This design comes from an exercise in tuning for small area on the open sky130 flow, not from production work. Only simulation tests tie the RTL to the original design; equivalence was not proved. No activity file was given, so power comes from the tool's default toggle rates.

==> inputs of run G <==
==> flow/design.v <==
module ALU(
	input wire [7:0] X,
	input wire [7:0] B,
	input wire sub,
	output wire [7:0] S,
	output wire cout
);
	wire [7:0] b = B ^ {8{sub}};
	wire [7:0] p = X ^ b;
	wire [7:0] g = X & b;
	wire g0  = g[0] | (p[0] & sub);
	wire G10 = g[1] | (p[1] & g0);
	wire G32 = g[3] | (p[3] & g[2]), P32 = p[3] & p[2];
	wire G54 = g[5] | (p[5] & g[4]), P54 = p[5] & p[4];
	wire G76 = g[7] | (p[7] & g[6]), P76 = p[7] & p[6];
	wire G20 = g[2] | (p[2] & G10);
	wire G30 = G32 | (P32 & G10);
	wire G64 = g[6] | (p[6] & G54), P64 = p[6] & P54;
	wire G74 = G76 | (P76 & G54), P74 = P76 & P54;
	wire G40 = g[4] | (p[4] & G30);
	wire G50 = G54 | (P54 & G30);
	wire G60 = G64 | (P64 & G30);
	wire G70 = G74 | (P74 & G30);
	wire [7:0] c = {G60, G50, G40, G30, G20, G10, g0, sub};
	assign S = p ^ c;
	assign cout = G70;
endmodule
module PC(
	input wire [7:0] new_pc,
	output reg [7:0] pc,
	input wire clk,
	input wire rst_
);
	always @(posedge clk or negedge rst_)
		if (!rst_) pc <= 8'h00;
		else       pc <= new_pc;
endmodule
module REGFILE(
	input wire [7:1] selX,
	input wire [7:1] selY,
	input wire [7:1] wM,
	input wire [7:1] wE,
	input wire okE,
	input wire [7:0] M,
	input wire [7:0] E,
	output wire [7:0] X,
	output wire [7:0] Y,
	input wire clk
);
	reg [7:0] rf [1:7];
	wire [7:0] xs [0:7];
	wire [7:0] ys [0:7];
	assign xs[0] = 8'h00;
	assign ys[0] = 8'h00;
	genvar i;
	generate for (i = 1; i < 8; i = i + 1) begin : g
		wire m = wM[i];
		wire e = wE[i] & ~wM[i] & okE;
		wire h = ~(wM[i] | wE[i]);
		always @(posedge clk)
			rf[i] <= ({8{m}} & M) | ({8{e}} & E) | ({8{h}} & rf[i]);
		assign xs[i] = xs[i-1] | ({8{selX[i]}} & rf[i]);
		assign ys[i] = ys[i-1] | ({8{selY[i]}} & rf[i]);
	end endgenerate
	assign X = xs[7];
	assign Y = ys[7];
endmodule
module TINYCPU(
	output wire [7:0] ram_addr,
	output wire [7:0] ram_wdat,
	input wire [7:0] ram_rdat,
	output wire ram_rd_,ram_wr_,
	output wire [7:0] rom_addr,
	input wire [23:0] rom_data,
	input wire clk,rst_
);
	wire [3:0] ins = rom_data[23:20];
	wire [3:0] fun = rom_data[19:16];
	wire [7:0] b1  = rom_data[15:8];
	wire [7:0] b2  = rom_data[7:0];
	wire [2:0] rA  = rom_data[14:12];
	wire [2:0] rB  = rom_data[10:8];
	wire [2:0] rC  = rom_data[6:4];
	wire i_ld   = ins == 4'h1;
	wire i_st   = ins == 4'h2;
	wire i_opr  = ins == 4'h3;
	wire i_opi  = ins == 4'h4;
	wire i_jxx  = ins == 4'h5;
	wire i_push = ins == 4'h6;
	wire i_pop  = ins == 4'h7;
	wire i_call = ins == 4'h8;
	wire i_ret  = ins == 4'h9;
	wire i_hlt  = ins == 4'hf;
	wire i_nop  = ins == 4'h0;
	wire i_jmp  = i_jxx && fun == 4'h0;
	wire x_rb   = ins[3:1] == 3'b011;
	wire x_r7   = ins[3:1] == 3'b100;
	wire [7:0] pc;
	wire [7:0] X, Y, S, new_pc;
	wire cout;
	PC pc0(.new_pc(new_pc), .pc(pc), .clk(clk), .rst_(rst_));
	assign rom_addr = pc;
	wire [7:1] hA, hB, hC;
	genvar i;
	generate for (i = 1; i < 8; i = i + 1) begin : dec
		assign hA[i] = rA == i;
		assign hB[i] = rB == i;
		assign hC[i] = rC == i;
	end endgenerate
	wire [7:1] selX = x_r7 ? 7'b1000000 : x_rb ? hB : hA;
	wire [7:1] selY = i_push ? hA : i_call ? 7'b0 : hB;
	wire [7:1] wM = ({7{i_ld}} & hB) | ({7{i_pop}} & hA);
	wire [7:1] wE = ({7{i_opr}} & hC) | ({7{i_opi | i_push | i_pop}} & hB) |
	                ({7{i_call | i_ret}} & 7'b1000000);
	REGFILE regfile(.selX(selX), .selY(selY), .wM(wM), .wE(wE), .okE(ok),
	                .M(ram_rdat), .E(S), .X(X), .Y(Y), .clk(clk));
	wire [7:0] B = (i_ld | i_st | i_opi) ? b2 : (x_rb | x_r7) ? 8'h01 : Y;
	wire sub = fun[0] | i_jxx;
	wire ok = fun[3:1] == 3'b000;
	ALU alu(.X(X), .B(B), .sub(sub), .S(S), .cout(cout));
	wire eq = S == 8'h00;
	wire taken = (fun == 4'h1 && eq) || (fun == 4'h2 && !eq) ||
	             (fun == 4'h3 && !cout) || (fun == 4'h4 && cout && !eq);
	wire [1:0] len = i_hlt ? 2'd0 : (i_nop | i_ret) ? 2'd1 : (i_jmp | i_call) ? 2'd2 : 2'd3;
	wire [7:0] valP = pc + {6'b0, len};
	assign new_pc = (i_jmp | i_call) ? b1 :
	                (i_jxx & taken) ? b2 :
	                i_ret ? ram_rdat : valP;
	wire popret = i_pop | i_ret;
	wire okS = ok & ~popret;
	assign ram_addr = ({8{popret}} & X) | ({8{okS}} & S);
	assign ram_wdat = Y | ({8{i_call}} & valP);
	assign ram_rd_ = ~(i_ld | i_pop | i_ret);
	assign ram_wr_ = ~(i_st | i_push | i_call);
endmodule
==> flow/flow/run.sh <==
#!/bin/bash
# Standard ORFS layout via the standard.sh, with these changes:
#  - synthesis is synth_recipe.tcl unchanged except that ABC maps the
#    combinational logic with an area-oriented script (flow/area.abc) and
#    without a222oi_1 (its pins leave met1 spacing violations after
#    detailed routing); the flip-flops are mapped before ABC runs, so they
#    are the same cells with the same names as in the standard synthesis
#  - no extraction of full/half adder cells before ABC (fa_1/ha_1 carry
#    chains are slow and ABC cannot restructure them)
#  - ports are buffered with buf_1 instead of the slow clkdlybuf4s50_1
#  - CTS with clkbuf_4 only and no dummy loads
set -euo pipefail
W=$(pwd)
sed "s#log_cmd abc {\*}\$abc_args#log_cmd abc {*}[lreplace \$abc_args 1 1 $W/flow/area.abc] -dont_use sky130_fd_sc_hd__a222oi_1#" \
  "$FLOW_HOME/scripts/synth.tcl" > "$W/synth_area.tcl"
grep -q "flow/area.abc" "$W/synth_area.tcl"
sed "s#source \$::env(SCRIPTS_DIR)/synth.tcl#source $W/synth_area.tcl#" \
  "$W/synth_recipe.tcl" > "$W/my_synth.tcl"
grep -q "synth_area.tcl" "$W/my_synth.tcl"
bash standard.sh SYNTH_SCRIPT="$W/my_synth.tcl" \
  ADDER_MAP_FILE= \
  GPL_TIMING_DRIVEN=1 \
  GPL_KEEP_OVERFLOW=0 \
  SETUP_SLACK_MARGIN=0.05 \
  "BUFFER_PORTS_ARGS=-buffer_cell sky130_fd_sc_hd__buf_1" \
  "CTS_ARGS=-sink_clustering_enable -repair_clock_nets -dont_use_dummy_load -buf_list sky130_fd_sc_hd__clkbuf_4" \
  finish > "$W/standard.log" 2>&1
==> flow/flow/area.abc <==
strash
&get -n
&dch -f
&nf -R 1000 -C 32 -F 8
&put
strash
dch -f
&get -n
&nf -R 1000 -a -C 32 -A 4
&put
==> flow/standard.sh <==
#!/bin/bash
# synth_recipe.tcl (not shown) runs the flow's synth.tcl, then flattens the netlist and writes it again
# the make line also repeats each setting of config.mk as NAME=value (left out here)
make -C /OpenROAD-flow-scripts/flow DESIGN_CONFIG=/design/flow/config.mk WORK_HOME=/design/flow/orfs CLKGATE_MAP_FILE= SYNTH_SCRIPT=/design/flow/synth_recipe.tcl "${@:-finish}"
==> flow/config.mk <==
export PLATFORM = sky130hd
export DESIGN_NAME = TINYCPU
export DESIGN_NICKNAME = TINYCPU
export VERILOG_FILES = /design/flow/design.v
export SDC_FILE = /design/flow/constraint.sdc
export NUM_CORES = 4
export LEC_CHECK = 0
export CAP_MARGIN = 20
export CORE_MARGIN = 2
export CORE_UTILIZATION = 40
export SETUP_SLACK_MARGIN = 0.3
export SLEW_MARGIN = 20
==> flow/constraint.sdc <==
create_clock -name core_clock -period 7.0 [get_ports {clk}]
set_input_delay 1.4000 -clock core_clock [delete_from_list [all_inputs] [get_ports {clk}]]
set_output_delay 1.4000 -clock core_clock [all_outputs]
set_load 0.01 [all_outputs]
==> inputs of run F, as changes to run G <==
--- a/flow/flow/run.sh
+++ b/flow/flow/run.sh
@@ -9,6 +9,7 @@
 #    chains are slow and ABC cannot restructure them)
 #  - ports are buffered with buf_1 instead of the slow clkdlybuf4s50_1
 #  - CTS with clkbuf_4 only and no dummy loads
+#  - a denser floorplan for shorter wires
 set -euo pipefail
 W=$(pwd)
 sed "s#log_cmd abc {\*}\$abc_args#log_cmd abc {*}[lreplace \$abc_args 1 1 $W/flow/area.abc] -dont_use sky130_fd_sc_hd__a222oi_1#" \
@@ -19,9 +20,10 @@
 grep -q "synth_area.tcl" "$W/my_synth.tcl"
 bash standard.sh SYNTH_SCRIPT="$W/my_synth.tcl" \
   ADDER_MAP_FILE= \
-  GPL_TIMING_DRIVEN=1 \
-  GPL_KEEP_OVERFLOW=0 \
-  SETUP_SLACK_MARGIN=0.05 \
+  GPL_TIMING_DRIVEN=0 \
+  SETUP_SLACK_MARGIN=0.1 \
+  CORE_UTILIZATION=50 \
+  PLACE_DENSITY=0.65 \
   "BUFFER_PORTS_ARGS=-buffer_cell sky130_fd_sc_hd__buf_1" \
   "CTS_ARGS=-sink_clustering_enable -repair_clock_nets -dont_use_dummy_load -buf_list sky130_fd_sc_hd__clkbuf_4" \
   finish > "$W/standard.log" 2>&1
==> summary of the runs <==
Run F completed with no timing, DRC or antenna violations. Run G went through all stages and came out clean.
Power: run G is larger than run F (about 1%).
Against run G, the combinational power of run F is lower by about 0.7%.
Against run G, the cell area of run F is larger by 1.6%.
In run F the routed wire length is smaller than in run G, by about 5%.
Clock power is about the same in run F and run G.
Global-route usage: run F is higher than run G (6.7 points).
Synthesized cell count is the same in run G and run F.
In run F the maximum frequency is lower than in run G, by 0.88%.
==> figures <==
metric	run G	run F
Run status	no timing/DRC/antenna violations	no timing/DRC/antenna violations
Clock network power	0.185 mW	0.187 mW
Post-route clock period utilization	96.7%	97.6%
Min Tclk post-route	6.77 ns	6.83 ns
Final setup skew	0.0325 ns	0.0272 ns
Fill count	1039	763
Number of ordinary and repair buffers in the finished layout	63	73
Clock transition at the register clock pins on the worst setup and hold paths after CTS	0.07 ns	0.08 ns
Relative contribution of sequential cells to total power	42.3%	41.8%
Clock power share	14.4%	14.8%
Maximum clock frequency	0.148 GHz	0.146 GHz
Power per cell area	273 mW/mm²	266 mW/mm²
1st-iter DRT viols	642	677
Final clock-cell share	1.44%	1.42%
Share of cells above drive strength 1	6.24%	8.01%
Width of the die	104 µm	93.8 µm
Number of placement rows	36	32

## afterwards: timing with drivers on the ports
How much do the figures lean on ideal ports? The routed layouts below were timed once more, with nothing changed but the port constraints. Step 1 sets driving cells, clkbuf_16 on the clock port and buf_2 on the other inputs (assumed; they add their load-dependent delay and slew). Step 2, shift: input delay + t, output delay - t, t = (earliest + latest rising clock arrival at the registers) / 2. This alone moves slack from input paths to output paths. Slacks: no drivers / after step 1 / after step 2; pairs: no drivers / after step 1.
run	t (ns)	slack for setup (ns)	latest minus earliest clock arrival (ns)
run G	0.448	0.228 / 0.199 / 0.199	0.033 / 0.033
run F	0.441	0.168 / 0.149 / 0.149	0.028 / 0.027
After both steps every run listed still meets setup and hold. For run G, which loses most, drivers alone change the setup slack by -0.029 ns; drivers and shift together by -0.029 ns.
